Background: an optimization exercise with open tools, aiming at small area. Do not read the settings as production practice.
At most, simulation tests tie the RTL to the original design; equivalence was not proved.
No activity file was given, so power comes from the tool's default toggle rates.

==> flow/design.v (excerpt) <==
module nChannelServoController (
	input clock,
	input reset,
	input [7:0] control,
	input [3:0] address,
	input load,
	output [15:0] pwm,
	output reg [6:0] decodedValue1,
	output reg [6:0] decodedValue2
);
==> flow/config.mk <==
export PLATFORM = sky130hd
export DESIGN_NAME = nChannelServoController
export DESIGN_NICKNAME = nChannelServoController
export VERILOG_FILES = /design/flow/design.v
export SDC_FILE = /design/flow/constraint.sdc
export NUM_CORES = 4
export LEC_CHECK = 0
export ABC_AREA = 1
export CAP_MARGIN = 20
export CORE_MARGIN = 2
export CORE_UTILIZATION = 60
export CTS_BUF_LIST = sky130_fd_sc_hd__clkbuf_4
export SLEW_MARGIN = 20
==> flow/constraint.sdc <==
create_clock -name core_clock -period 20.0 [get_ports {clock}]
set_input_delay 4.0000 -clock core_clock [delete_from_list [all_inputs] [get_ports {clock}]]
set_output_delay 4.0000 -clock core_clock [all_outputs]
set_load 0.01 [all_outputs]
run.sh (not shown) runs the stock make flow with config.mk's settings and CLKGATE_MAP_FILE= SYNTH_SCRIPT=/design/flow/synth_recipe.tcl, a recipe that flattens the netlist after the stock synthesis.
Change:
Settings changed: CORE_UTILIZATION 60 to 40, CTS_BUF_LIST sky130_fd_sc_hd__clkbuf_4 to unset.
Sequential share of layout area falls by 2.2 points.
Worst setup slack is worse by 57 ps.
Flip-flop and latch count does not change.
Clock power rises by 28%.
Non-clock buffer count rises by 2.
Clock skew falls by 38 ps.
Clock-buffer cell count falls by 41.
No functional check of the RTL was part of any run of this note.

Setup of try-juniper:
The RTL this note starts from:
==> flow/design.v <==
module nChannelServoController (
	input clock,
	input reset,
	input [7:0] control,
	input [3:0] address,
	input load,
	output [15:0] pwm,
	output reg [6:0] decodedValue1,
	output reg [6:0] decodedValue2
);
function [6:0] seg7;
	input [3:0] v;
	case (v)
		4'h0: seg7 = 7'b1000000;
		4'h1: seg7 = 7'b1111001;
		4'h2: seg7 = 7'b0100100;
		4'h3: seg7 = 7'b0110000;
		4'h4: seg7 = 7'b0011001;
		4'h5: seg7 = 7'b0010010;
		4'h6: seg7 = 7'b0000010;
		4'h7: seg7 = 7'b0111000;
		4'h8: seg7 = 7'b0000000;
		4'h9: seg7 = 7'b0011000;
		4'hA: seg7 = 7'b1001000;
		4'hB: seg7 = 7'b0000011;
		4'hC: seg7 = 7'b0100111;
		4'hD: seg7 = 7'b0100000;
		4'hE: seg7 = 7'b0000100;
		4'hF: seg7 = 7'b0001110;
	endcase
endfunction
always @(*) begin
	decodedValue1 = seg7(control[3:0]);
	decodedValue2 = seg7(control[7:4]);
end
localparam [3:0] P = 4'd8;
localparam [4:0] E = 5'd10;
reg [3:0] ptr;
reg [4:0] slow;
wire wrap = (ptr == P);
wire send = (slow == E);
wire tick = wrap & send;
always @(posedge clock) begin
	if (reset) begin
		ptr  <= P;
		slow <= E;
	end else begin
		ptr  <= {ptr[2:0], ptr[3] ^ ptr[2]};
		slow <= {slow[3] & ~send, slow[2:0], slow[4] ^ slow[2]};
	end
end
reg [7:0] lo;
reg [3:0] hi;
always @(posedge clock) begin
	if (reset) begin
		lo <= 8'hC1;
		hi <= 4'd0;
	end else if (tick) begin
		lo <= lo + 8'd1;
		if (lo == 8'hFF)
			hi <= hi + 4'd1;
		else if (lo == 8'hC0 && hi == 4'd10)
			hi <= 4'd0;
	end
end
function le8;
	input [7:0] a;
	input [7:0] b;
	integer j;
	reg l;
	begin
		l = 1'b1;
		for (j = 0; j < 8; j = j + 1)
			l = (b[j] & l) | (b[j] & ~a[j]) | (l & ~a[j]);
		le8 = l;
	end
endfunction
function high;
	input [7:0] d;
	input [7:0] lo_;
	input [3:0] hi_;
	high = (hi_ == 4'd0) | ((hi_ == 4'd1) & le8(lo_, d));
endfunction
reg [3:0] paddr;
reg [7:0] pctl;
always @(posedge clock) begin
	if (reset | tick)
		paddr <= (load & ~reset) ? ~address : 4'h0;
	if (tick)
		pctl <= control;
end
reg sweep;
always @(posedge clock)
	sweep <= reset | (sweep & ~(wrap & ~tick));
reg [8:0] ring [0:14];			 
wire wr = (paddr == ptr);
wire [8:0] ins = wr ? {1'b1, pctl} : {ring[0][8] & ~sweep, ring[0][7:0]};
integer j;
always @(posedge clock) begin
	for (j = 0; j < 14; j = j + 1)
		ring[j] <= ring[j + 1];
	ring[14] <= ins;
end
localparam [59:0] POS = {4'd1, 4'd2, 4'd5, 4'd3, 4'd9, 4'd6, 4'd11, 4'd0, 4'd4, 4'd8, 4'd10, 4'd14, 4'd7, 4'd13, 4'd12};
reg [14:0] shadow;
always @(posedge clock)
	shadow <= {ring[0][8] & high(ring[0][7:0], lo, hi), shadow[14:1]};
wire upd = tick & ~sweep;
wire ovr = ~reset & high(control, lo, hi);
reg [14:0] pwm_r;
genvar r;
generate
	for (r = 0; r < 15; r = r + 1) begin : ch
		wire sel = reset | (tick & load & (address == r));
		always @(posedge clock)
			pwm_r[r] <= sel ? ovr : (upd ? shadow[POS[4*r +: 4]] : pwm_r[r]);
	end
endgenerate
reg [7:0] duty15;
reg loaded15;
reg pwm15;
wire sel15 = tick & load & (address == 4'd15);
wire [7:0] duty15_n = sel15 ? control : duty15;
wire loaded15_n = ~reset & (loaded15 | sel15);
always @(posedge clock) begin
	duty15 <= duty15_n;
	loaded15 <= loaded15_n;
	if (reset)
		pwm15 <= 1'b0;
	else if (tick)
		pwm15 <= loaded15_n & high(duty15_n, lo, hi);
end
assign pwm = {pwm15, pwm_r};
endmodule
==> flow/config.mk <==
export PLATFORM = sky130hd
export DESIGN_NAME = nChannelServoController
export DESIGN_NICKNAME = nChannelServoController
export VERILOG_FILES = /design/flow/design.v
export SDC_FILE = /design/flow/constraint.sdc
export NUM_CORES = 4
export LEC_CHECK = 0
export ABC_AREA = 1
export CAP_MARGIN = 20
export CORE_MARGIN = 2
export CORE_UTILIZATION = 60
export CTS_BUF_LIST = sky130_fd_sc_hd__clkbuf_8
export CTS_CLUSTER_DIAMETER = 100
export CTS_CLUSTER_SIZE = 16
export SLEW_MARGIN = 20
==> flow/constraint.sdc <==
create_clock -name core_clock -period 20.0 [get_ports {clock}]
set_input_delay 4.0000 -clock core_clock [delete_from_list [all_inputs] [get_ports {clock}]]
set_output_delay 4.0000 -clock core_clock [all_outputs]
set_load 0.01 [all_outputs]
standard.sh (not shown) runs the stock make flow with config.mk's settings and CLKGATE_MAP_FILE= SYNTH_SCRIPT=/design/flow/synth_recipe.tcl, a recipe that flattens the netlist after the stock synthesis.
==> flow/flow/run.sh <==
#!/bin/bash
# The standard layout (standard.sh) with these changes:
#  - synthesis maps the combinational logic with flow/abc_area.script, an
#    area-only abc mapping (see flow/synth.tcl), and leaves adders to abc
#    instead of extracting half/full adder cells first (ADDER_MAP_FILE empty);
#    registers are mapped exactly as in the standard flow's synthesis;
#  - the input and output port buffers are made from the smallest buffer cell
#    (sky130_fd_sc_hd__buf_1) instead of the one buffer_ports picks by default.
# The make output goes to standard.log; ORFS keeps each step's log in orfs/logs.
set -euo pipefail
export FLOW_WORK="$PWD"
export BUFFER_PORTS_ARGS="-buffer_cell sky130_fd_sc_hd__buf_1"
sed "s#SYNTH_SCRIPT=[^ ]*#SYNTH_SCRIPT=$PWD/flow/synth.tcl ADDER_MAP_FILE=#" standard.sh > own.sh
grep -q "SYNTH_SCRIPT=$PWD/flow/synth.tcl ADDER_MAP_FILE=" own.sh
bash own.sh > standard.log 2>&1
==> flow/flow/abc_area.script <==
strash
ifraig
dch
map -a
topo
dnsize -c
==> flow/flow/synth.tcl <==
# The standard flow's synthesis script (synth_recipe.tcl, run unchanged) with one change:
# the abc call that maps the combinational logic reads flow/abc_area.script,
# an area-only mapping, instead of ORFS's abc_area.script. Registers are
# mapped before abc, by dfflibmap, exactly as in the standard synthesis.
set my_abc_script [file join $::env(FLOW_WORK) flow abc_area.script]
proc abc {args} {
  set i [lsearch -exact $args -script]
  if { $i >= 0 } {
    set args [lreplace $args [expr { $i + 1 }] [expr { $i + 1 }] $::my_abc_script]
  }
  puts "abc script: $::my_abc_script"
  yosys abc {*}$args
}
source [file join $::env(FLOW_WORK) synth_recipe.tcl]
Here is what was changed in the inputs of try-sierra compared with try-juniper.
==> flow/flow/run.sh <==
#!/bin/bash
# The standard layout with two changes:
#  - synthesis maps the combinational logic with flow/abc_area.script (see
#    flow/synth.tcl); everything else in synthesis is synth_recipe.tcl;
#  - the input and output port buffers are made from the smallest buffer cell
#    (sky130_fd_sc_hd__buf_1) instead of the one buffer_ports picks by default.
set -euo pipefail
export FLOW_WORK="$PWD"
export BUFFER_PORTS_ARGS="-buffer_cell sky130_fd_sc_hd__buf_1"
sed "s#SYNTH_SCRIPT=[^ ]*#SYNTH_SCRIPT=$PWD/flow/synth.tcl#" standard.sh > own.sh
grep -q "SYNTH_SCRIPT=$PWD/flow/synth.tcl" own.sh
bash own.sh > standard.log 2>&1
==> flow/flow/abc_area.script <==
strash
dch
map -a
strash
dch
map -a
topo
dnsize -c
-- flow/flow/synth.tcl --
<<< try-juniper, line 6
>>> try-sierra, line 6
rename abc my_yosys_abc
<<< try-juniper, line 12
  yosys abc {*}$args
>>> try-sierra, line 13
  my_yosys_abc {*}$args
## What came out
- Of try-juniper and try-sierra, only try-sierra fails to finish with a clean layout.
- The flow ended early for try-sierra: it failed with a tool error in synthesis (1_2_yosys).
The following lists how try-ember was set up differently from try-sierra:
- a change of CTS_CLUSTER_SIZE from 16 to 28
- a change of CTS_BUF_LIST from sky130_fd_sc_hd__clkbuf_8 to sky130_fd_sc_hd__clkbuf_16
==> flow/run.sh (new file) <==
#!/bin/bash
# synth_recipe.tcl (not shown) runs the flow's synth.tcl, then flattens the netlist and writes it again
# the make line also repeats each setting of config.mk as NAME=value (left out here)
make -C /OpenROAD-flow-scripts/flow DESIGN_CONFIG=/design/flow/config.mk WORK_HOME=/design/flow/orfs CLKGATE_MAP_FILE= SYNTH_SCRIPT=/design/flow/synth_recipe.tcl finish
removed: flow/flow/run.sh
removed: flow/flow/abc_area.script
removed: flow/flow/synth.tcl
removed: flow/standard.sh
### Flow results
- try-sierra: aborted in synthesis (1_2_yosys) (tool error)
- try-ember: flow completed, timing, DRC and antenna clean
The following lists how try-delta was set up differently from try-ember:
- CTS_CLUSTER_SIZE changed from 28 to 16
- CTS_BUF_LIST changed from sky130_fd_sc_hd__clkbuf_16 to sky130_fd_sc_hd__clkbuf_8
==> flow/flow/run.sh (new file) <==
#!/bin/bash
# The standard layout with two changes:
#  - synthesis maps the combinational logic with flow/abc_area.script (see
#    flow/synth.tcl); everything else in synthesis is synth_recipe.tcl;
#  - the input and output port buffers are made from the smallest buffer cell
#    (sky130_fd_sc_hd__buf_1) instead of the one buffer_ports picks by default.
set -euo pipefail
export FLOW_WORK="$PWD"
export BUFFER_PORTS_ARGS="-buffer_cell sky130_fd_sc_hd__buf_1"
sed "s#SYNTH_SCRIPT=[^ ]*#SYNTH_SCRIPT=$PWD/flow/synth.tcl#" standard.sh > own.sh
grep -q "SYNTH_SCRIPT=$PWD/flow/synth.tcl" own.sh
bash own.sh > standard.log 2>&1
==> flow/flow/abc_area.script (new file) <==
strash
dch
map -a
strash
dch
map -a
topo
dnsize -c
==> flow/flow/synth.tcl (new file) <==
# The standard flow's synthesis script (synth_recipe.tcl, run unchanged) with one change:
# the abc call that maps the combinational logic reads flow/abc_area.script,
# an area-only mapping, instead of ORFS's abc_area.script. Registers are
# mapped before abc, by dfflibmap, exactly as in the standard synthesis.
set my_abc_script [file join $::env(FLOW_WORK) flow abc_area.script]
proc abc {args} {
  set i [lsearch -exact $args -script]
  if { $i >= 0 } {
    set args [lreplace $args [expr { $i + 1 }] [expr { $i + 1 }] $::my_abc_script]
  }
  puts "abc script: $::my_abc_script"
  yosys abc {*}$args
}
source [file join $::env(FLOW_WORK) synth_recipe.tcl]
==> flow/standard.sh (new file) <==
#!/bin/bash
# synth_recipe.tcl (not shown) runs the flow's synth.tcl, then flattens the netlist and writes it again
# the make line also repeats each setting of config.mk as NAME=value (left out here)
make -C /OpenROAD-flow-scripts/flow DESIGN_CONFIG=/design/flow/config.mk WORK_HOME=/design/flow/orfs CLKGATE_MAP_FILE= SYNTH_SCRIPT=/design/flow/synth_recipe.tcl "${@:-finish}"
removed: flow/run.sh
==> results.txt <==
try-delta reached the final stage; the timing, DRC and antenna checks on its layout passed.
Looking at met3 wire length, try-delta sits about 24% lower than try-ember does.
From try-ember to try-delta the numbers moved as follows: synthesized cell count shrank by about 15%, tap cell count shrank by 2.9%, power density over cell area grew by about 8%.
Non-clock buffer count ended up 1 higher on try-delta than on try-ember.
On count of clock-buffer cells in the layout, the higher figure sits with try-delta, not try-ember.
Against try-ember, try-delta reports a met1 track demand over resource in global routing that is lower.

-- what the ideal ports hide --
In the flow no input, the clock included, has a driving cell. The finished layouts below were timed again as built, in two steps. Step 1, drivers: a clkbuf_16 drives clock and a buf_2 each remaining input, both assumed. Step 2, shift: input delay + t, output delay - t, t = (earliest + latest rising clock arrival at the registers) / 2. This alone moves slack from input paths to output paths. Slacks: ideal ports / drivers / drivers and shift; pairs: ideal ports / drivers.
| run | t (ns) | setup slack, ns | worst register clock-pin slew, ns | pins driven straight from the clock port |
|---|---|---|---|---|
| the first run of note 1 | 0.650 | 9.785 / 9.750 / 9.750 | 0.08 / 0.08 | 1 |
| the second run of note 1 | 0.528 | 9.729 / 9.695 / 9.695 | 0.06 / 0.06 | 1 |
| try-juniper | 0.502 | 10.847 / 10.824 / 10.824 | 0.10 / 0.10 | 1 |
| try-ember | 0.484 | 9.828 / 9.804 / 9.804 | 0.11 / 0.11 | 1 |
| try-delta | 0.511 | 10.535 / 10.512 / 10.512 | 0.11 / 0.11 | 1 |
After both steps setup and hold are still met in every run listed. For the first run of note 1, which loses most, drivers alone change the setup slack by -0.035 ns; drivers and shift together by -0.035 ns.
